Background: an optimization exercise with open tools, aiming at small area and a short achievable clock period. Do not read the settings as production practice. No run shown here included a check of the RTL's function; only the layout flow was run.

==> flow/design.v (outline; a module is shown in full before it is edited, if it fits) <==
// module top_module: 992 lines
// module pid_fa: 4 lines
// module pid_ha: 4 lines
module top_module(
    input [11:0] angleIn,
    input [11:0] setPoint,
    input [7:0] kp,
    input [7:0] ki,
    input [7:0] kd,
    input clk,
    input rst,
    output signed [8:0] dutyCycleOut
    );
  // ...
==> flow/flow/run.sh <==
#!/bin/bash
# Standard layout, with timing repair aimed past the clock period (the SDC is
# unchanged) and ordinary buffers on the ports instead of delay cells.
set -euo pipefail
MARGIN=$(cat flow/margin.txt)
bash standard.sh SETUP_SLACK_MARGIN=$MARGIN \
  BUFFER_PORTS_ARGS="-buffer_cell sky130_fd_sc_hd__buf_2" MATCH_CELL_FOOTPRINT=0 finish > standard_make.log 2>&1
==> flow/flow/margin.txt <==
11.5
==> flow/standard.sh <==
#!/bin/bash
# synth_recipe.tcl (not shown) runs the flow's synth.tcl, then flattens the netlist and writes it again
# the make line also repeats each setting of config.mk as NAME=value (left out here)
make -C /OpenROAD-flow-scripts/flow DESIGN_CONFIG=/design/flow/config.mk WORK_HOME=/design/flow/orfs CLKGATE_MAP_FILE= SYNTH_SCRIPT=/design/flow/synth_recipe.tcl "${@:-finish}"
==> flow/config.mk <==
export PLATFORM = sky130hd
export DESIGN_NAME = top_module
export DESIGN_NICKNAME = top_module
export VERILOG_FILES = /design/flow/design.v
export SDC_FILE = /design/flow/constraint.sdc
export NUM_CORES = 4
export LEC_CHECK = 0
export CAP_MARGIN = 20
export CORE_MARGIN = 2
export CORE_UTILIZATION = 40
export SLEW_MARGIN = 20
export SYNTH_HIERARCHICAL = 1
==> flow/constraint.sdc <==
create_clock -name core_clock -period 16.0 [get_ports {clk}]
set_input_delay 3.2000 -clock core_clock [delete_from_list [all_inputs] [get_ports {clk}]]
set_output_delay 3.2000 -clock core_clock [all_outputs]
set_load 0.01 [all_outputs]
==> impl_metrics.py, run 1 <==
metrics = {
    "setup_path": {
        "path_class": "register to register",
        "slowest_delay_ps": 550,
        "worst_path_most_repeated_cell": "fa_1",
        "cp_num_buf_inv": 1,
        "cp.arrival_ps": 6240,
    },
    "detailed_routing": {
        "vias": 9867,
        "highest-signal-layer": "met4",
        "totalWireLength_um": 34800,
        "first_iter_violations": 710,
        "vias_per_cell": 5.31,
        "detail_route.wirelength.met1_um": 14700,
    },
    "cells_and_area": {
        "fillerInstances": 2869,
        "clock_buffers": 10,
        "regMostFlops": "in_r",
        "area_growth_pct": 20.7,
        "final_util_pct": 49.3,
        "final-nonclk-buf-share_pct": 7.74,
        "reg.largest.list": "in_r x21, e_r x13, pen_r x13",
    },
    "timing": {
        "slew-limit-headroom_pct": 31.1,
        "fmax_mhz": 167,
        "fin_crit_ps": 5980,
        "period_share_pct": 37.4,
        "maxSlewViolCount": 0,
    },
    "place": {
        "placedCellCount": 1747,
    },
    "yosys": {
        "ys_ff_latch": 82,
        "synth_top_family_by_area": "adder cells",
        "netlist_top_cells_area": "fa_1 45%, dfxtp_1 13%, nand2_1 8.7%, ha_1 7.8%, inv_1 2.6%",
    },
    "clock_tree": {
        "holdBufCountCts": 0,
        "worstSkewPairLatency_ps": 360,
        "post_cts_buffers": 74,
    },
    "grt": {
        "grt_first_pass_wirelength_um": 56300,
        "grt_busiest_layer": "met2",
    },
    "run_status": {
        "outcome": "finished clean",
    },
    "flow_run": {
        "maxCapViolations": 0,
    },
    "floorplanning": {
        "fp.coreArea_mm2": 0.0318,
        "num_rows": 65,
    },
    "worst_hold_path": {
        "min_path_cells": 1,
    },
}
==> run 2, diff against run 1 <==
--- a/flow/design.v
+++ b/flow/design.v
@@ -10,17 +10,19 @@
     output signed [8:0] dutyCycleOut
     );
     reg signed [12:0] e_r;       
     reg [12:0] pen_r;            
     reg [8:0] kpd_r;             
     reg [7:0] kd_r, ki_r;
     reg rst_r;                   
     reg [20:0] in_r;             
-    reg signed [8:0] y_r;
+    reg [8:0] ylo_r;             
+    reg inr_r;                   
+    reg pos_r;                   
     wire signed [12:0] e = $signed({1'b0, setPoint}) - $signed({1'b0, angleIn});
     wire signed [20:0] integ = ~in_r;
     wire w1;
     wire w2;
     wire w3;
     wire w4;
     wire w5;
     wire w6;
@@ -631,31 +633,134 @@
     wire w611;
     wire w612;
     wire w613;
     wire w614;
     wire w615;
     wire w616;
     wire w617;
     wire w618;
+    wire w619;
+    wire w620;
+    wire w621;
+    wire w622;
+    wire w623;
+    wire w624;
+    wire w625;
+    wire w626;
+    wire w627;
+    wire w628;
+    wire w629;
+    wire w630;
+    wire w631;
+    wire w632;
+    wire w633;
+    wire w634;
+    wire w635;
+    wire w636;
+    wire w637;
+    wire w638;
+    wire w639;
+    wire w640;
+    wire w641;
+    wire w642;
+    wire w643;
+    wire w644;
+    wire w645;
+    wire w646;
+    wire w647;
+    wire w648;
+    wire w649;
+    wire w650;
+    wire w651;
+    wire w652;
+    wire w653;
+    wire w654;
+    wire w655;
+    wire w656;
+    wire w657;
+    wire w658;
+    wire w659;
+    wire w660;
+    wire w661;
+    wire w662;
+    wire w663;
+    wire w664;
+    wire w665;
+    wire w666;
+    wire w667;
+    wire w668;
+    wire w669;
+    wire w670;
+    wire w671;
+    wire w672;
+    wire w673;
+    wire w674;
+    wire w675;
+    wire w676;
+    wire w677;
+    wire w678;
+    wire w679;
+    wire w680;
+    wire w681;
+    wire w682;
+    wire w683;
+    wire w684;
+    wire w685;
+    wire w686;
+    wire w687;
+    wire w688;
+    wire w689;
+    wire w690;
+    wire w691;
+    wire w692;
+    wire w693;
+    wire w694;
+    wire w695;
+    wire w696;
+    wire w697;
+    wire w698;
+    wire w699;
+    wire w700;
+    wire w701;
+    wire w702;
+    wire w703;
+    wire w704;
+    wire w705;
+    wire w706;
+    wire w707;
+    wire w708;
+    wire w709;
+    wire w710;
+    wire w711;
+    wire w712;
+    wire w713;
+    wire w714;
+    wire w715;
+    wire w716;
+    wire w717;
+    wire w718;
+    wire w719;
+    wire w720;
+    wire [22:0] sca = {1'b0, w392, w433, w431, w428, w426, w424, w422, w420, w418, w416, w414, w412, w410, w408, w406, w404, w402, w400, w398, w396, w394, w351};
+    wire [22:0] scb = {1'b1, w434, w432, w430, w429, w427, w425, w423, w421, w419, w417, w415, w413, w411, w409, w407, w405, w403, w401, w399, w397, w395, w393};
     assign w1 = ~(in_r[5] ^ ~kd_r[5]);
     assign w2 = in_r[5] | ~kd_r[5];
     pid_fa u_fa1 (.a(in_r[6]), .b(~kd_r[6]), .ci(~(e_r[6] & kpd_r[0])), .s(w3), .co(w4));
     pid_fa u_fa2 (.a(~(e_r[5] & kpd_r[1])), .b(~(e_r[4] & kpd_r[2])), .ci(~(e_r[3] & kpd_r[3])), .s(w5), .co(w6));
     pid_fa u_fa3 (.a(in_r[7]), .b(~kd_r[7]), .ci(~(e_r[7] & kpd_r[0])), .s(w7), .co(w8));
     pid_fa u_fa4 (.a(~(e_r[6] & kpd_r[1])), .b(~(e_r[5] & kpd_r[2])), .ci(~(e_r[4] & kpd_r[3])), .s(w9), .co(w10));
     pid_fa u_fa5 (.a(~(e_r[3] & kpd_r[4])), .b(~(e_r[2] & kpd_r[5])), .ci(~(e_r[1] & kpd_r[6])), .s(w11), .co(w12));
     assign w13 = ~(~(e_r[0] & kpd_r[7]) ^ ~(pen_r[7] & kd_r[0]));
     assign w14 = ~(e_r[0] & kpd_r[7]) | ~(pen_r[7] & kd_r[0]);
-    pid_fa u_fa6 (.a(in_r[8]), .b(~(e_r[8] & kpd_r[0])), .ci(~(e_r[7] & kpd_r[1])), .s(w15), .co(w16));
-    pid_fa u_fa7 (.a(~(e_r[6] & kpd_r[2])), .b(~(e_r[5] & kpd_r[3])), .ci(~(e_r[4] & kpd_r[4])), .s(w17), .co(w18));
-    pid_fa u_fa8 (.a(~(e_r[3] & kpd_r[5])), .b(~(e_r[2] & kpd_r[6])), .ci(~(e_r[1] & kpd_r[7])), .s(w19), .co(w20));
-    pid_fa u_fa9 (.a(~(e_r[0] & kpd_r[8])), .b(~(pen_r[8] & kd_r[0])), .ci(~(pen_r[7] & kd_r[1])), .s(w21), .co(w22));
-    assign w23 = ~(~(pen_r[6] & kd_r[2]) ^ ~(pen_r[5] & kd_r[3]));
-    assign w24 = ~(pen_r[6] & kd_r[2]) | ~(pen_r[5] & kd_r[3]);
+    pid_ha u_ha1 (.a(in_r[8]), .b(~(e_r[8] & kpd_r[0])), .s(w15), .co(w16));
+    pid_fa u_fa6 (.a(~(e_r[7] & kpd_r[1])), .b(~(e_r[6] & kpd_r[2])), .ci(~(e_r[5] & kpd_r[3])), .s(w17), .co(w18));
+    pid_fa u_fa7 (.a(~(e_r[4] & kpd_r[4])), .b(~(e_r[3] & kpd_r[5])), .ci(~(e_r[2] & kpd_r[6])), .s(w19), .co(w20));
+    pid_fa u_fa8 (.a(~(e_r[1] & kpd_r[7])), .b(~(e_r[0] & kpd_r[8])), .ci(~(pen_r[8] & kd_r[0])), .s(w21), .co(w22));
+    pid_fa u_fa9 (.a(~(pen_r[7] & kd_r[1])), .b(~(pen_r[6] & kd_r[2])), .ci(~(pen_r[5] & kd_r[3])), .s(w23), .co(w24));
     pid_fa u_fa10 (.a(in_r[9]), .b(~(e_r[9] & kpd_r[0])), .ci(~(e_r[8] & kpd_r[1])), .s(w25), .co(w26));
     pid_fa u_fa11 (.a(~(e_r[7] & kpd_r[2])), .b(~(e_r[6] & kpd_r[3])), .ci(~(e_r[5] & kpd_r[4])), .s(w27), .co(w28));
     pid_fa u_fa12 (.a(~(e_r[4] & kpd_r[5])), .b(~(e_r[3] & kpd_r[6])), .ci(~(e_r[2] & kpd_r[7])), .s(w29), .co(w30));
     pid_fa u_fa13 (.a(~(e_r[1] & kpd_r[8])), .b(~(pen_r[9] & kd_r[0])), .ci(~(pen_r[8] & kd_r[1])), .s(w31), .co(w32));
     pid_fa u_fa14 (.a(~(pen_r[7] & kd_r[2])), .b(~(pen_r[6] & kd_r[3])), .ci(~(pen_r[5] & kd_r[4])), .s(w33), .co(w34));
     pid_fa u_fa15 (.a(in_r[10]), .b(~(e_r[10] & kpd_r[0])), .ci(~(e_r[9] & kpd_r[1])), .s(w35), .co(w36));
     pid_fa u_fa16 (.a(~(e_r[8] & kpd_r[2])), .b(~(e_r[7] & kpd_r[3])), .ci(~(e_r[6] & kpd_r[4])), .s(w37), .co(w38));
     pid_fa u_fa17 (.a(~(e_r[5] & kpd_r[5])), .b(~(e_r[4] & kpd_r[6])), .ci(~(e_r[3] & kpd_r[7])), .s(w39), .co(w40));
@@ -666,17 +771,17 @@
     pid_fa u_fa22 (.a(~(e_r[6] & kpd_r[5])), .b(~(e_r[5] & kpd_r[6])), .ci(~(e_r[4] & kpd_r[7])), .s(w49), .co(w50));
     pid_fa u_fa23 (.a(~(e_r[3] & kpd_r[8])), .b(~(pen_r[11] & kd_r[0])), .ci(~(pen_r[10] & kd_r[1])), .s(w51), .co(w52));
     pid_fa u_fa24 (.a(~(pen_r[9] & kd_r[2])), .b(~(pen_r[8] & kd_r[3])), .ci(~(pen_r[7] & kd_r[4])), .s(w53), .co(w54));
     pid_fa u_fa25 (.a(in_r[12]), .b((e_r[12] & kpd_r[0])), .ci(~(e_r[11] & kpd_r[1])), .s(w55), .co(w56));
     pid_fa u_fa26 (.a(~(e_r[10] & kpd_r[2])), .b(~(e_r[9] & kpd_r[3])), .ci(~(e_r[8] & kpd_r[4])), .s(w57), .co(w58));
     pid_fa u_fa27 (.a(~(e_r[7] & kpd_r[5])), .b(~(e_r[6] & kpd_r[6])), .ci(~(e_r[5] & kpd_r[7])), .s(w59), .co(w60));
     pid_fa u_fa28 (.a(~(e_r[4] & kpd_r[8])), .b((pen_r[12] & kd_r[0])), .ci(~(pen_r[11] & kd_r[1])), .s(w61), .co(w62));
     pid_fa u_fa29 (.a(~(pen_r[10] & kd_r[2])), .b(~(pen_r[9] & kd_r[3])), .ci(~(pen_r[8] & kd_r[4])), .s(w63), .co(w64));
-    pid_ha u_ha1 (.a(in_r[13]), .b((e_r[12] & kpd_r[1])), .s(w65), .co(w66));
+    pid_ha u_ha2 (.a(in_r[13]), .b((e_r[12] & kpd_r[1])), .s(w65), .co(w66));
     pid_fa u_fa30 (.a(~(e_r[11] & kpd_r[2])), .b(~(e_r[10] & kpd_r[3])), .ci(~(e_r[9] & kpd_r[4])), .s(w67), .co(w68));
     pid_fa u_fa31 (.a(~(e_r[8] & kpd_r[5])), .b(~(e_r[7] & kpd_r[6])), .ci(~(e_r[6] & kpd_r[7])), .s(w69), .co(w70));
     pid_fa u_fa32 (.a(~(e_r[5] & kpd_r[8])), .b((pen_r[12] & kd_r[1])), .ci(~(pen_r[11] & kd_r[2])), .s(w71), .co(w72));
     assign w73 = ~(~(pen_r[10] & kd_r[3]) ^ ~(pen_r[9] & kd_r[4]));
     assign w74 = ~(pen_r[10] & kd_r[3]) | ~(pen_r[9] & kd_r[4]);
     pid_fa u_fa33 (.a(in_r[14]), .b((e_r[12] & kpd_r[2])), .ci(~(e_r[11] & kpd_r[3])), .s(w75), .co(w76));
     pid_fa u_fa34 (.a(~(e_r[10] & kpd_r[4])), .b(~(e_r[9] & kpd_r[5])), .ci(~(e_r[8] & kpd_r[6])), .s(w77), .co(w78));
     pid_fa u_fa35 (.a(~(e_r[7] & kpd_r[7])), .b(~(e_r[6] & kpd_r[8])), .ci((pen_r[12] & kd_r[2])), .s(w79), .co(w80));
@@ -693,22 +798,22 @@
     pid_fa u_fa44 (.a(~(pen_r[3] & kd_r[3])), .b(~(pen_r[2] & kd_r[4])), .ci(~(pen_r[1] & kd_r[5])), .s(w99), .co(w100));
     assign w101 = ~(~(pen_r[0] & kd_r[6]) ^ w2);
     assign w102 = ~(pen_r[0] & kd_r[6]) | w2;
     pid_fa u_fa45 (.a(~(pen_r[6] & kd_r[1])), .b(~(pen_r[5] & kd_r[2])), .ci(~(pen_r[4] & kd_r[3])), .s(w103), .co(w104));
     pid_fa u_fa46 (.a(~(pen_r[3] & kd_r[4])), .b(~(pen_r[2] & kd_r[5])), .ci(~(pen_r[1] & kd_r[6])), .s(w105), .co(w106));
     pid_fa u_fa47 (.a(~(pen_r[0] & kd_r[7])), .b(w13), .ci(w4), .s(w107), .co(w108));
     pid_fa u_fa48 (.a(w6), .b(w7), .ci(w9), .s(w109), .co(w110));
     pid_fa u_fa49 (.a(~(pen_r[4] & kd_r[4])), .b(~(pen_r[3] & kd_r[5])), .ci(~(pen_r[2] & kd_r[6])), .s(w111), .co(w112));
-    pid_fa u_fa50 (.a(~(pen_r[1] & kd_r[7])), .b(w14), .ci(w23), .s(w113), .co(w114));
+    pid_fa u_fa50 (.a(~(pen_r[1] & kd_r[7])), .b(w14), .ci(w15), .s(w113), .co(w114));
     pid_fa u_fa51 (.a(w8), .b(w10), .ci(w12), .s(w115), .co(w116));
-    pid_fa u_fa52 (.a(w15), .b(w17), .ci(w19), .s(w117), .co(w118));
+    pid_fa u_fa52 (.a(w17), .b(w19), .ci(w21), .s(w117), .co(w118));
     pid_fa u_fa53 (.a(~(pen_r[4] & kd_r[5])), .b(~(pen_r[3] & kd_r[6])), .ci(~(pen_r[2] & kd_r[7])), .s(w119), .co(w120));
-    pid_fa u_fa54 (.a(w24), .b(w16), .ci(w18), .s(w121), .co(w122));
-    pid_fa u_fa55 (.a(w20), .b(w22), .ci(w25), .s(w123), .co(w124));
+    pid_fa u_fa54 (.a(w16), .b(w18), .ci(w20), .s(w121), .co(w122));
+    pid_fa u_fa55 (.a(w22), .b(w24), .ci(w25), .s(w123), .co(w124));
     pid_fa u_fa56 (.a(w27), .b(w29), .ci(w31), .s(w125), .co(w126));
     pid_fa u_fa57 (.a(~(pen_r[5] & kd_r[5])), .b(~(pen_r[4] & kd_r[6])), .ci(~(pen_r[3] & kd_r[7])), .s(w127), .co(w128));
     pid_fa u_fa58 (.a(w26), .b(w28), .ci(w30), .s(w129), .co(w130));
     pid_fa u_fa59 (.a(w32), .b(w34), .ci(w35), .s(w131), .co(w132));
     pid_fa u_fa60 (.a(w37), .b(w39), .ci(w41), .s(w133), .co(w134));
     pid_fa u_fa61 (.a(~(pen_r[6] & kd_r[5])), .b(~(pen_r[5] & kd_r[6])), .ci(~(pen_r[4] & kd_r[7])), .s(w135), .co(w136));
     pid_fa u_fa62 (.a(w36), .b(w38), .ci(w40), .s(w137), .co(w138));
     pid_fa u_fa63 (.a(w42), .b(w44), .ci(w45), .s(w139), .co(w140));
@@ -745,17 +850,17 @@
     pid_fa u_fa92 (.a(w89), .b(w91), .ci(w93), .s(w199), .co(w200));
     pid_fa u_fa93 (.a(w90), .b(w92), .ci(w94), .s(w201), .co(w202));
     pid_fa u_fa94 (.a(w95), .b(w97), .ci(w99), .s(w203), .co(w204));
     pid_fa u_fa95 (.a(w3), .b(w5), .ci(w101), .s(w205), .co(w206));
     pid_fa u_fa96 (.a(w96), .b(w98), .ci(w100), .s(w207), .co(w208));
     pid_fa u_fa97 (.a(w102), .b(w103), .ci(w105), .s(w209), .co(w210));
     pid_fa u_fa98 (.a(w11), .b(w107), .ci(w109), .s(w211), .co(w212));
     pid_fa u_fa99 (.a(w104), .b(w106), .ci(w111), .s(w213), .co(w214));
-    pid_fa u_fa100 (.a(w21), .b(w113), .ci(w108), .s(w215), .co(w216));
+    pid_fa u_fa100 (.a(w23), .b(w113), .ci(w108), .s(w215), .co(w216));
     pid_fa u_fa101 (.a(w115), .b(w110), .ci(w117), .s(w217), .co(w218));
     pid_fa u_fa102 (.a(w112), .b(w119), .ci(w33), .s(w219), .co(w220));
     pid_fa u_fa103 (.a(w114), .b(w116), .ci(w121), .s(w221), .co(w222));
     pid_fa u_fa104 (.a(w118), .b(w123), .ci(w125), .s(w223), .co(w224));
     pid_fa u_fa105 (.a(w120), .b(w127), .ci(w43), .s(w225), .co(w226));
     pid_fa u_fa106 (.a(w122), .b(w129), .ci(w124), .s(w227), .co(w228));
     pid_fa u_fa107 (.a(w126), .b(w131), .ci(w133), .s(w229), .co(w230));
     pid_fa u_fa108 (.a(w128), .b(w135), .ci(w53), .s(w231), .co(w232));
@@ -958,43 +1063,146 @@
     pid_fa u_fa283 (.a(w527), .b(w566), .ci(w567), .s(w603), .co(w604));
     pid_fa u_fa284 (.a(w531), .b(w568), .ci(w569), .s(w605), .co(w606));
     pid_fa u_fa285 (.a(w535), .b(w570), .ci(w571), .s(w607), .co(w608));
     pid_fa u_fa286 (.a(w536), .b(w573), .ci(w572), .s(w609), .co(w610));
     pid_fa u_fa287 (.a(w540), .b(w574), .ci(w575), .s(w611), .co(w612));
     pid_fa u_fa288 (.a(w544), .b(w577), .ci(w576), .s(w613), .co(w614));
     pid_fa u_fa289 (.a(w546), .b(w579), .ci(w578), .s(w615), .co(w616));
     pid_fa u_fa290 (.a(in_r[19]), .b((e_r[12] & ki_r[7])), .ci(w580), .s(w617), .co(w618));
-    wire [22:0] sca = {1'b0, w392, w433, w431, w428, w426, w424, w422, w420, w418, w416, w414, w412, w410, w408, w406, w404, w402, w400, w398, w396, w394, w351};
-    wire [22:0] scb = {1'b1, w434, w432, w430, w429, w427, w425, w423, w421, w419, w417, w415, w413, w411, w409, w407, w405, w403, w401, w399, w397, w395, w393};
-    wire [8:0] s_lo = ~(sca[8:0] + scb[8:0] + 9'd1);
-    wire [22:0] t_hi = sca + scb + 23'd257;
-    wire [22:0] t_lo = sca + scb - 23'd254;
-    wire s_pos = t_hi[22];       
-    wire s_neg = ~t_lo[22];      
+    assign w620 = sca[0] ^ scb[0];
+    assign w619 = sca[0] | scb[0];       
+    assign w622 = sca[1] ^ scb[1];
+    assign w621 = sca[1] & scb[1];
+    assign w624 = sca[2] ^ scb[2];
+    assign w623 = sca[2] & scb[2];
+    assign w626 = sca[3] ^ scb[3];
+    assign w625 = sca[3] & scb[3];
+    assign w628 = sca[4] ^ scb[4];
+    assign w627 = sca[4] & scb[4];
+    assign w630 = sca[5] ^ scb[5];
+    assign w629 = sca[5] & scb[5];
+    assign w632 = sca[6] ^ scb[6];
+    assign w631 = sca[6] & scb[6];
+    assign w634 = sca[7] ^ scb[7];
+    assign w633 = sca[7] & scb[7];
+    assign w636 = sca[8] ^ scb[8];
+    assign w635 = sca[8] & scb[8];
+    assign w638 = sca[9] ^ scb[9];
+    assign w637 = sca[9] & scb[9];
+    assign w640 = sca[10] ^ scb[10];
+    assign w639 = sca[10] & scb[10];
+    assign w642 = sca[11] ^ scb[11];
+    assign w641 = sca[11] & scb[11];
+    assign w644 = sca[12] ^ scb[12];
+    assign w643 = sca[12] & scb[12];
+    assign w646 = sca[13] ^ scb[13];
+    assign w645 = sca[13] & scb[13];
+    assign w648 = sca[14] ^ scb[14];
+    assign w647 = sca[14] & scb[14];
+    assign w650 = sca[15] ^ scb[15];
+    assign w649 = sca[15] & scb[15];
+    assign w652 = sca[16] ^ scb[16];
+    assign w651 = sca[16] & scb[16];
+    assign w654 = sca[17] ^ scb[17];
+    assign w653 = sca[17] & scb[17];
+    assign w656 = sca[18] ^ scb[18];
+    assign w655 = sca[18] & scb[18];
+    assign w658 = sca[19] ^ scb[19];
+    assign w657 = sca[19] & scb[19];
+    assign w660 = sca[20] ^ scb[20];
+    assign w659 = sca[20] & scb[20];
+    assign w662 = sca[21] ^ scb[21];
+    assign w661 = sca[21] & scb[21];
+    assign w664 = sca[22] ^ scb[22];
+    assign w663 = sca[22] & scb[22];
+    assign w665 = w620 ^ 1'b1;
+    assign w666 = w622 ^ w619;
+    assign w668 = w621 | (w622 & w619);
+    assign w667 = w624 ^ w668;
+    assign w670 = w623 | (w624 & w668);
+    assign w669 = w626 ^ w670;
+    assign w672 = w625 | (w626 & w623);
+    assign w673 = w626 & w624;
+    assign w674 = w672 | (w673 & w668);
+    assign w671 = w628 ^ w674;
+    assign w676 = w627 | (w628 & w674);
+    assign w675 = w630 ^ w676;
+    assign w678 = w629 | (w630 & w627);
+    assign w679 = w630 & w628;
+    assign w680 = w678 | (w679 & w674);
+    assign w677 = w632 ^ w680;
+    assign w682 = w631 | (w632 & w678);
+    assign w683 = w632 & w679;
+    assign w684 = w682 | (w683 & w674);
+    assign w681 = w634 ^ w684;
+    assign w686 = w633 | (w634 & w631);
+    assign w687 = w634 & w632;
+    assign w688 = w686 | (w687 & w678);
+    assign w689 = w687 & w679;
+    assign w690 = w688 | (w689 & w674);
+    assign w685 = w636 ^ w690;
+    assign w692 = w637 | (w638 & w635);
+    assign w693 = w638 & w636;
+    assign w694 = w641 | (w642 & w639);
+    assign w695 = w642 & w640;
+    assign w696 = w694 | (w695 & w692);
+    assign w697 = w695 & w693;
+    assign w698 = w645 | (w646 & w643);
+    assign w699 = w646 & w644;
+    assign w700 = w649 | (w650 & w647);
+    assign w701 = w650 & w648;
+    assign w702 = w700 | (w701 & w698);
+    assign w703 = w701 & w699;
+    assign w704 = w702 | (w703 & w696);
+    assign w705 = w703 & w697;
+    assign w706 = w704 | (w705 & w690);
+    assign w707 = w653 | (w654 & w651);
+    assign w708 = w654 & w652;
+    assign w709 = w657 | (w658 & w655);
+    assign w710 = w658 & w656;
+    assign w711 = w709 | (w710 & w707);
+    assign w712 = w710 & w708;
+    assign w713 = w661 | (w662 & w659);
+    assign w714 = w662 & w660;
+    assign w715 = w713 | (w714 & w711);
+    assign w716 = w714 & w712;
+    assign w717 = w715 | (w716 & w706);
+    assign w691 = w664 ^ w717;
+    assign w718 = w635 | (w636 & w690);
+    assign w719 = (w638 ^ w718) & (w640 ^ w637) & (w642 ^ w639) & (w644 ^ w641) & (w646 ^ w643) & (w648 ^ w645) & (w650 ^ w647) & (w652 ^ w649) & (w654 ^ w651) & (w656 ^ w653) & (w658 ^ w655) & (w660 ^ w657) & (w662 ^ w659) & (w664 ^ w661);
+    assign w720 = ~w620 & (w622 ^ w619) & (w624 ^ w621) & (w626 ^ w623) & (w628 ^ w625) & (w630 ^ w627) & (w632 ^ w629) & (w634 ^ w631) & (w636 ^ w633);
+    wire in_range = w719;                       
+    wire s_pos = w691;                          
+    wire [8:0] y_lo = {w685, ~w681, ~w677, ~w675, ~w671, ~w669, ~w667, ~w666, ~w665 | w720};
     wire [20:0] ica = {~in_r[20], w617, w615, w612, w611, w609, w606, w604, w602, w600, w598, w596, w594, w592, w590, w588, w586, w584, w582, ~(e_r[0] & ki_r[1]), in_r[0]};
     wire [20:0] icb = {w618, w616, w614, w613, w610, w608, w607, w605, w603, w601, w599, w597, w595, w593, w591, w589, w587, w585, w583, w581, ~(e_r[0] & ki_r[0])};
     wire [20:0] isum_n = ica + icb + 21'd1;    
     always @(posedge clk) begin
         rst_r <= rst;
         e_r <= rst ? 13'sd0 : e;
         pen_r <= ~e_r;
         kpd_r <= kp + kd;
         kd_r <= kd;
         ki_r <= ki;
         if (rst_r) in_r <= ~21'd0;
         else if (integ > 255) in_r <= ~21'd255;
         else if (integ < -255) in_r <= ~(-21'sd255);
         else in_r <= isum_n;
-        if (rst | rst_r) y_r <= 9'sd0;
-        else if (s_pos) y_r <= 9'sd255;
-        else if (s_neg) y_r <= -9'sd255;
-        else y_r <= s_lo;
+        if (rst | rst_r) begin
+            ylo_r <= 9'd0;
+            inr_r <= 1'b1;
+            pos_r <= 1'b0;
+        end else begin
+            ylo_r <= y_lo;
+            inr_r <= in_range;
+            pos_r <= s_pos;
+        end
     end
-    assign dutyCycleOut = y_r;
+    assign dutyCycleOut = inr_r ? ylo_r : pos_r ? 9'sd255 : -9'sd255;
 endmodule
 module pid_fa(input a, input b, input ci, output s, output co);
     assign s = a ^ b ^ ci;
     assign co = (a & b) | (ci & (a ^ b));
 endmodule
 module pid_ha(input a, input b, output s, output co);
     assign s = a ^ b;
     assign co = a & b;
==> flow/run.sh (new file) <==
#!/bin/bash
# synth_recipe.tcl (not shown) runs the flow's synth.tcl, then flattens the netlist and writes it again
# the make line also repeats each setting of config.mk as NAME=value (left out here)
make -C /OpenROAD-flow-scripts/flow DESIGN_CONFIG=/design/flow/config.mk WORK_HOME=/design/flow/orfs CLKGATE_MAP_FILE= SYNTH_SCRIPT=/design/flow/synth_recipe.tcl finish
removed: flow/flow/run.sh
removed: flow/flow/margin.txt
removed: flow/standard.sh
==> run 2 against run 1 <==
  * Flip-flop and latch count increased by 2
  * Highest routed layer unchanged
  * Still clean on timing, DRC and antenna
  * Cell count shrank 9.0%
  * Largest cell class unchanged
  * Via count fell by 7.6%
  * Core utilization decreased by 5.0 points
==> impl_metrics.py, run 2 <==
metrics = {
    "clock_tree": {
        "worstSkewPairLatency_ps": 360,
        "numCtsBuffers": 9,
        "htree_num_levels": 3,
        "cts.sinks": 84,
        "cts_tree": "built",
        "post_cts_buffers": 0,
        "max-clock-path-buffers": 2,
        "holdBufCountCts": 0,
        "clkTransAtPathRegs_ps": 80,
        "ctsResizeCount": 0,
        "root_buffer": "clkbuf_16",
    },
    "grt": {
        "grt_first_pass_wirelength_um": 53100,
        "grt_pass1_vias": 9936,
        "overflow": 0,
        "grt_max_degree": 22,
        "antenna_found_initial": 0,
        "grtUsageTotal_pct": 20.6,
    },
    "floorplanning": {
        "start_util_pct": 40.7,
        "ios": 59,
        "die_area_mm2": 0.0335,
        "die_w_um": 183,
        "chipHeight_um": 183,
        "num_rows": 65,
        "fp.coreArea_mm2": 0.0316,
    },
    "setup_path": {
        "r2r-start": "e_r[11]$_SDFF_PP0_",
        "slowest_delay_ps": 850,
        "path_class": "register to register",
        "path_cells": "nand2_1 -> fa_1 -> fa_1 -> fa_1 -> fa_1 -> fa_1 -> fa_1 -> ha_1 -> fa_1 -> a31oi_1 -> nor2_1 -> a2111oi_0 -> o21ai_0 -> o21ai_0",
        "start_kind": "register",
        "rr_endpoint": "pos_r$_SDFF_PP0_",
        "cp_max_fo": 18,
        "reg2reg_depth": 14,
        "cp.arrival_ps": 5840,
        "r2r_slack_ps": 10450,
        "worst_path_most_repeated_cell": "fa_1",
        "worst_setup_path_end_kind": "register",
        "cp.required_ps": 16290,
        "critPathSlowestCell": "dfxtp_1",
    },
    "yosys": {
        "synth_top_cell_by_area": "fa_1",
        "syn-num-nets": 1719,
        "ys_ff_latch": 84,
        "yosysWarnings": 7,
        "synth_top_area_share_pct": 47.7,
        "synthAdderAreaFrac_pct": 55.5,
        "netlist_top_cells_area": "fa_1 48%, dfxtp_1 13%, nand2_1 9.3%, ha_1 7.8%, inv_1 2.8%",
        "syn_area_per_cell_um2": 10.0,
        "synth_cell_type_count": 66,
        "ys.flop_type": "dfxtp_1",
        "synth.most_common_cell": "nand2_1",
        "synthTopCellsByCount": "318 x nand2_1, 306 x fa_1, 97 x inv_1, 84 x dfxtp_1, 80 x ha_1",
        "yosys.area_share.simple_pct": 16.5,
        "synth_top_family_by_area": "adder cells",
        "synth_xor_area_share_pct": 2.18,
        "async_flop_share_pct": 0,
        "synth_edf_count": 0,
        "synthMuxAreaShare_pct": 0.263,
        "synth-compound-area-share_pct": 7.46,
        "syn-cell-area_mm2": 0.0128,
        "ys_seq_area_share_pct": 13.1,
        "syn_inst": 1283,
    },
    "detailed_routing": {
        "wl_met3_um": 1980,
        "highest-signal-layer": "met4",
        "totalWireLength_um": 31800,
        "wl_met2_um": 15100,
        "wl_per_cell_um": 18.8,
        "detail_route.wirelength.met1_um": 13500,
        "vias": 9120,
        "first_pass_iters": 5,
        "post-route-drc-count": 0,
        "vias_per_cell": 5.39,
        "ant_nets": 0,
        "first_iter_violations": 564,
    },
    "timing": {
        "hold_violations": 0,
        "period_share_pct": 34.7,
        "worstMarginPinSlew_ps": 967,
        "skew_ps": 11.0,
        "setup_viol": 0,
        "rsz0062_at_grt": "false",
        "hold_ws_ps": 607,
        "slew-limit-headroom_pct": 35.1,
        "fmax_mhz": 180,
        "fin_crit_ps": 5550,
        "maxSlewViolCount": 0,
        "fin_setup_tns_ps": 0,
    },
    "cells_and_area": {
        "regMostFlops": "in_r",
        "final_cell_mix": "318 x nand2_1, 306 x fa_1, 97 x inv_1",
        "fin_nets": 1720,
        "largest_register_ffs": 21,
        "reg.largest.list": "in_r x21, e_r x13, pen_r x13",
        "final_common_cell": "nand2_1",
        "drive_above_1_share_pct": 3.41,
        "area_growth_pct": 8.81,
        "n_antenna_cell": 0,
        "fillerInstances": 3023,
    },
    "flow_run": {
        "maxCapViolations": 0,
    },
    "worst_hold_path": {
        "hp-class": "register to register",
        "hold-path-endpoint": "pen_r[0]$_DFF_P_",
        "hold_start": "e_r[0]$_SDFF_PP0_",
        "min_path_cells": 2,
    },
    "place": {
        "portBuffers": 58,
        "gp_congestion": 0.841,
        "dp_hpwl_um": 25500,
    },
    "run_status": {
        "outcome": "finished clean",
    },
}
## run 2: changes by cell type in the layout (fill, tap and decap cells not counted), sizes merged, moves of 10 or more
| cell | previous run | this run |
|---|---|---|
| xor2 | 19 | 9 |
| fa | 295 | 306 |
| o21ai | 46 | 34 |
| clkdlybuf4s50 | 0 | 58 |
| a21oi | 48 | 25 |
| a21o | 23 | 11 |
| nand2 | 301 | 318 |
| nor3 | 11 | 21 |
| buf | 156 | 2 |
## run 2: metrics by stage
stage | utilization, % | instance area (µm²) | setup slack (ps) | cells
finish | 44.3 | 14000 | 10450 | 1691
detailed placement | 43.3 | 13700 | 10380 | 1675
floorplan | - | 12800 | 11020 | 1283
global placement | 43.3 | 13700 | 10450 | 1675
global route | 44.3 | 14000 | 10220 | 1691
CTS | 44.3 | 14000 | 10520 | 1691
## run 2: cell families after synthesis
family                     count (synthesis)
and+or+nand+nor                          479
buffers and inverters                    167
muxes                                      3
adders and majority gates                386
xor gates and xnor gates                  32
DFF                                       84
AOI/OAI and AO/OA                        132
## run 2: layout make-up
cell class	instances	area, µm²	area share (%)
Clock buffer	9	225	1.61
Timing Repair Buffer	60	596	4.26
Inverter	97	364	2.61
Sequential cell	84	1680	12.0
Multi-Input combinational cell	1032	10500	75.3
Clock inverter	7	76.3	0.547
Tap cell	402	503	3.60
## run 2: critical path: cells and delay by family, from the launching register on
family          cells  cell delay (ps)
fa+ha+maj           8             3400
compound gates      4              930
flops               1              850
simple gates        2              280
## run 2: per-module statistics from Yosys, one instance, submodules excluded
module,cells,area (µm²),flip-flops and latches,times used
pid_fa,1,20.0,0,290
pid_ha,1,12.5,0,2
top_module,991,7000,84,1
## run 2: worst max-delay path by stage
stage | startpoint | endpoint | cells past startpoint
floorplan | e_r[10]$_SDFF_PP0_ | pos_r$_SDFF_PP0_ | 16
global placement | angleIn[1] | e_r[11]$_SDFF_PP0_ | 9
detailed placement | rst | pos_r$_SDFF_PP0_ | 5
CTS | e_r[11]$_SDFF_PP0_ | pos_r$_SDFF_PP0_ | 14
global route | e_r[11]$_SDFF_PP0_ | pos_r$_SDFF_PP0_ | 14
finish | e_r[11]$_SDFF_PP0_ | pos_r$_SDFF_PP0_ | 14
## run 2: per-layer routing
metal,global-route usage (%),vias to the layer above
li1,-,4063
met1,27.3,4676
met2,33.8,319
met3,3.83,62
met4,7.65,0
met5,0,-
==> run 3, diff against run 2 <==
==> flow/flow/run.sh (new file) <==
#!/bin/bash
# Standard layout, with timing repair aimed past the clock period (the SDC is
# unchanged) and ordinary buffers on the ports instead of delay cells.
set -euo pipefail
MARGIN=$(cat flow/margin.txt)
bash standard.sh SETUP_SLACK_MARGIN=$MARGIN \
  BUFFER_PORTS_ARGS="-buffer_cell sky130_fd_sc_hd__buf_2" MATCH_CELL_FOOTPRINT=0 finish > standard_make.log 2>&1
==> flow/flow/margin.txt (new file) <==
11.5
==> flow/standard.sh (new file) <==
#!/bin/bash
# synth_recipe.tcl (not shown) runs the flow's synth.tcl, then flattens the netlist and writes it again
# the make line also repeats each setting of config.mk as NAME=value (left out here)
make -C /OpenROAD-flow-scripts/flow DESIGN_CONFIG=/design/flow/config.mk WORK_HOME=/design/flow/orfs CLKGATE_MAP_FILE= SYNTH_SCRIPT=/design/flow/synth_recipe.tcl "${@:-finish}"
removed: flow/run.sh
==> run 3 against run 2 <==
  * Still clean
  * Clock skew shrank 1.9 ps
  * Synthesized cell count did not move
  * Register-to-register slack gained 790 ps
  * Routed wire length grew 5.3%
  * Setup slack gained 790 ps
  * Critical path depth down 1
  * Design area grew 4.9%
  * Non-clock buffer count up 56
  * Clock-buffer cell count stayed put
  * Critical path type unchanged
==> impl_metrics.py, run 3 <==
metrics = {
    "cells_and_area": {
        "instances_no_fill": 1747,
        "fillerInstances": 2967,
        "fin_nets": 1776,
        "largest_register_ffs": 21,
        "regMostFlops": "in_r",
        "final_cell_mix": "318 x nand2_1, 286 x fa_1, 94 x inv_1",
        "drive_above_1_share_pct": 18.9,
        "final_common_cell": "nand2_1",
        "final_util_pct": 46.4,
        "reg.largest.list": "in_r x21, e_r x13, pen_r x13",
        "n_antenna_cell": 0,
        "area_growth_pct": 14.2,
    },
    "timing": {
        "fin_setup_tns_ps": 0,
        "worstMarginPinSlew_ps": 877,
        "setup_viol": 0,
        "period_share_pct": 29.7,
        "skew_ps": 9.19,
        "hold_ws_ps": 504,
        "rsz0062_at_grt": "true",
        "slew-limit-headroom_pct": 41.5,
        "fin_ws_ps": 11240,
        "maxSlewViolCount": 0,
        "hold_violations": 0,
        "fmax_mhz": 210,
        "fin_crit_ps": 4760,
    },
    "setup_path": {
        "cp_max_fo": 6,
        "r2r_slack_ps": 11240,
        "cp.required_ps": 16310,
        "r2r-start": "kpd_r[2]$_DFF_P_",
        "path_class": "register to register",
        "cp.arrival_ps": 5060,
        "start_kind": "register",
        "cp-endpoint": "pos_r$_SDFF_PP0_",
        "worst_setup_path_end_kind": "register",
        "reg2reg_depth": 13,
        "rr_endpoint": "pos_r$_SDFF_PP0_",
        "cp-startpoint": "kpd_r[2]$_DFF_P_",
    },
    "clock_tree": {
        "numCtsBuffers": 9,
        "holdBufCountCts": 0,
        "cts.sinks": 84,
        "clkTransAtPathRegs_ps": 80,
        "cts_tree": "built",
        "worstSkewPairLatency_ps": 370,
        "root_buffer": "clkbuf_16",
        "max-clock-path-buffers": 2,
        "htree_num_levels": 3,
    },
    "yosys": {
        "netlist_top_cells_area": "fa_1 48%, dfxtp_1 13%, nand2_1 9.3%, ha_1 7.8%, inv_1 2.8%",
        "syn_area_per_cell_um2": 10.0,
        "yosysWarnings": 7,
        "async_flop_share_pct": 0,
        "synth_edf_count": 0,
        "synth_cell_type_count": 66,
        "syn-num-nets": 1719,
        "synth.most_common_cell": "nand2_1",
        "synth_top_cell_by_area": "fa_1",
        "synthTopCellsByCount": "318 x nand2_1, 306 x fa_1, 97 x inv_1, 84 x dfxtp_1, 80 x ha_1",
        "ys_ff_latch": 84,
        "ys.flop_type": "dfxtp_1",
        "syn-cell-area_mm2": 0.0128,
        "synth_top_area_share_pct": 47.7,
        "syn_inst": 1283,
        "ys_seq_area_share_pct": 13.1,
    },
    "floorplanning": {
        "die_w_um": 183,
        "chipHeight_um": 183,
        "ios": 59,
        "die_area_mm2": 0.0335,
        "start_util_pct": 40.7,
        "num_rows": 65,
        "fp.coreArea_mm2": 0.0316,
    },
    "grt": {
        "grt_max_degree": 22,
        "grt_pass1_vias": 9944,
        "grtUsageTotal_pct": 20.9,
        "grt_first_pass_wirelength_um": 53800,
        "antenna_found_initial": 0,
        "overflow": 0,
    },
    "place": {
        "dp_hpwl_um": 26000,
        "portBuffers": 58,
        "dpl_worst_slack_ps": 10580,
        "gp_congestion": 0.861,
        "placedCellCount": 1677,
    },
    "detailed_routing": {
        "vias_per_cell": 5.37,
        "vias": 9379,
        "first_pass_iters": 7,
        "first_iter_violations": 766,
        "ant_nets": 0,
        "post-route-drc-count": 0,
        "totalWireLength_um": 33500,
        "wl_per_cell_um": 19.2,
    },
    "run_status": {
        "outcome": "finished clean",
    },
    "worst_hold_path": {
        "hp-class": "register to register",
    },
    "flow_run": {
        "maxCapViolations": 0,
    },
}
[run 3: cell counts after synthesis]
No cell type changed its count.
[run 3: kinds of logic (layout without fill, tap and decap cells)]
logic type / Yosys count / in the layout / share of synthesized area, %
flip-flops: 84 / 84 / 13.1
adder cells (fa/ha/maj): 386 / 386 / 55.5
AND/OR/NAND/NOR: 479 / 479 / 16.5
AO/OA/AOI/OAI: 132 / 132 / 7.46
multiplexers: 3 / 3 / 0.263
XOR/XNOR: 32 / 32 / 2.18
buffers and inverters: 167 / 229 / 4.93
[run 3: layout make-up]
type	count	area [µm²]	area share [%]
repair buffers	116	837	5.71
flip-flops and latches	84	1800	12.3
clock buffers	9	225	1.54
clock inverters	7	76.3	0.521
well taps	402	503	3.43
multi-input cells	1032	10800	73.9
inverters	97	384	2.62
[run 3: worst min path at each step]
stage,from,end,slack (ps),cells past startpoint
floorplan,e_r[12]$_SDFF_PP0_,pen_r[12]$_DFF_P_,560,2
global placement,e_r[0]$_SDFF_PP0_,pen_r[0]$_DFF_P_,600,2
detailed placement,e_r[1]$_SDFF_PP0_,pen_r[1]$_DFF_P_,610,2
CTS,e_r[5]$_SDFF_PP0_,pen_r[5]$_DFF_P_,500,1
global route,e_r[5]$_SDFF_PP0_,pen_r[5]$_DFF_P_,520,1
finish,e_r[5]$_SDFF_PP0_,pen_r[5]$_DFF_P_,500,1
[run 3: worst max-delay path, stage by stage, from the launching register on]
cell and delay, ps:
dfxtp_4 410, buf_6 140, nand2_1 80, fa_1 510, fa_1 550, fa_1 430
fa_1 410, fa_2 550, fa_1 410, ha_1 200, fa_1 410, a2111oi_4 330
nand2_1 120, o21ai_2 120
[run 3: through the flow]
stage | cell area, µm²
after CTS | 14200
after global routing | 14700
final | 14700
after detailed placement | 13500
after floorplan | 13000
after global placement | 13500
[run 3: modules after synthesis (local to each module, per instance)]
module,area (µm²),cells inside,flops+latches
pid_ha,12.5,1,0
pid_fa,20.0,1,0
top_module,7000,991,84
[run 3: what timing repair did]
item | 4_1_cts | 5_1_grt
setup buffers | 26 | 28
endpoints found under the setup margin | 26 | 26
pin swaps | 11 | 18
resized for setup | 99 | 51
gates cloned | 0 | 0
[run 3: metal layers]
layer | wire length [µm] | global-route usage, % | vias to the layer above
met1 | 14400 | 28.3 | 4839
met5 | 0 | 0 | -
met4 | 654 | 4.86 | 0
li1 | - | - | 4169
met2 | 16600 | 35.8 | 319
met3 | 1760 | 2.70 | 52

==> separate check: timing with driven ports <==
The results above use ideal ports. As a check the final layouts listed here were re-extracted and re-timed, cells and wires unchanged.
Step 1 assumes that a clkbuf_16 drives the clock port and a buf_2 every other input.
Step 2, shift: input delay + t, output delay - t, t = (earliest + latest rising clock arrival at the registers) / 2. This alone moves slack from input paths to output paths.
a / b / c = no drivers / after step 1 / after step 2; a / b = the first two.
run | t, ns | slack for setup (ns) | hold slack, ns
run 1 | 0.408 | 10.016 / 10.016 / 10.016 | 0.515 / 0.515 / 0.515
run 2 | 0.404 | 10.453 / 10.453 / 10.323 | 0.607 / 0.607 / 0.607
run 3 | 0.416 | 11.245 / 11.245 / 10.877 | 0.504 / 0.504 / 0.504
After both steps every run listed still meets setup and hold. For run 3, which loses most, drivers alone change the setup slack by 0.000 ns; drivers and shift together by -0.368 ns.
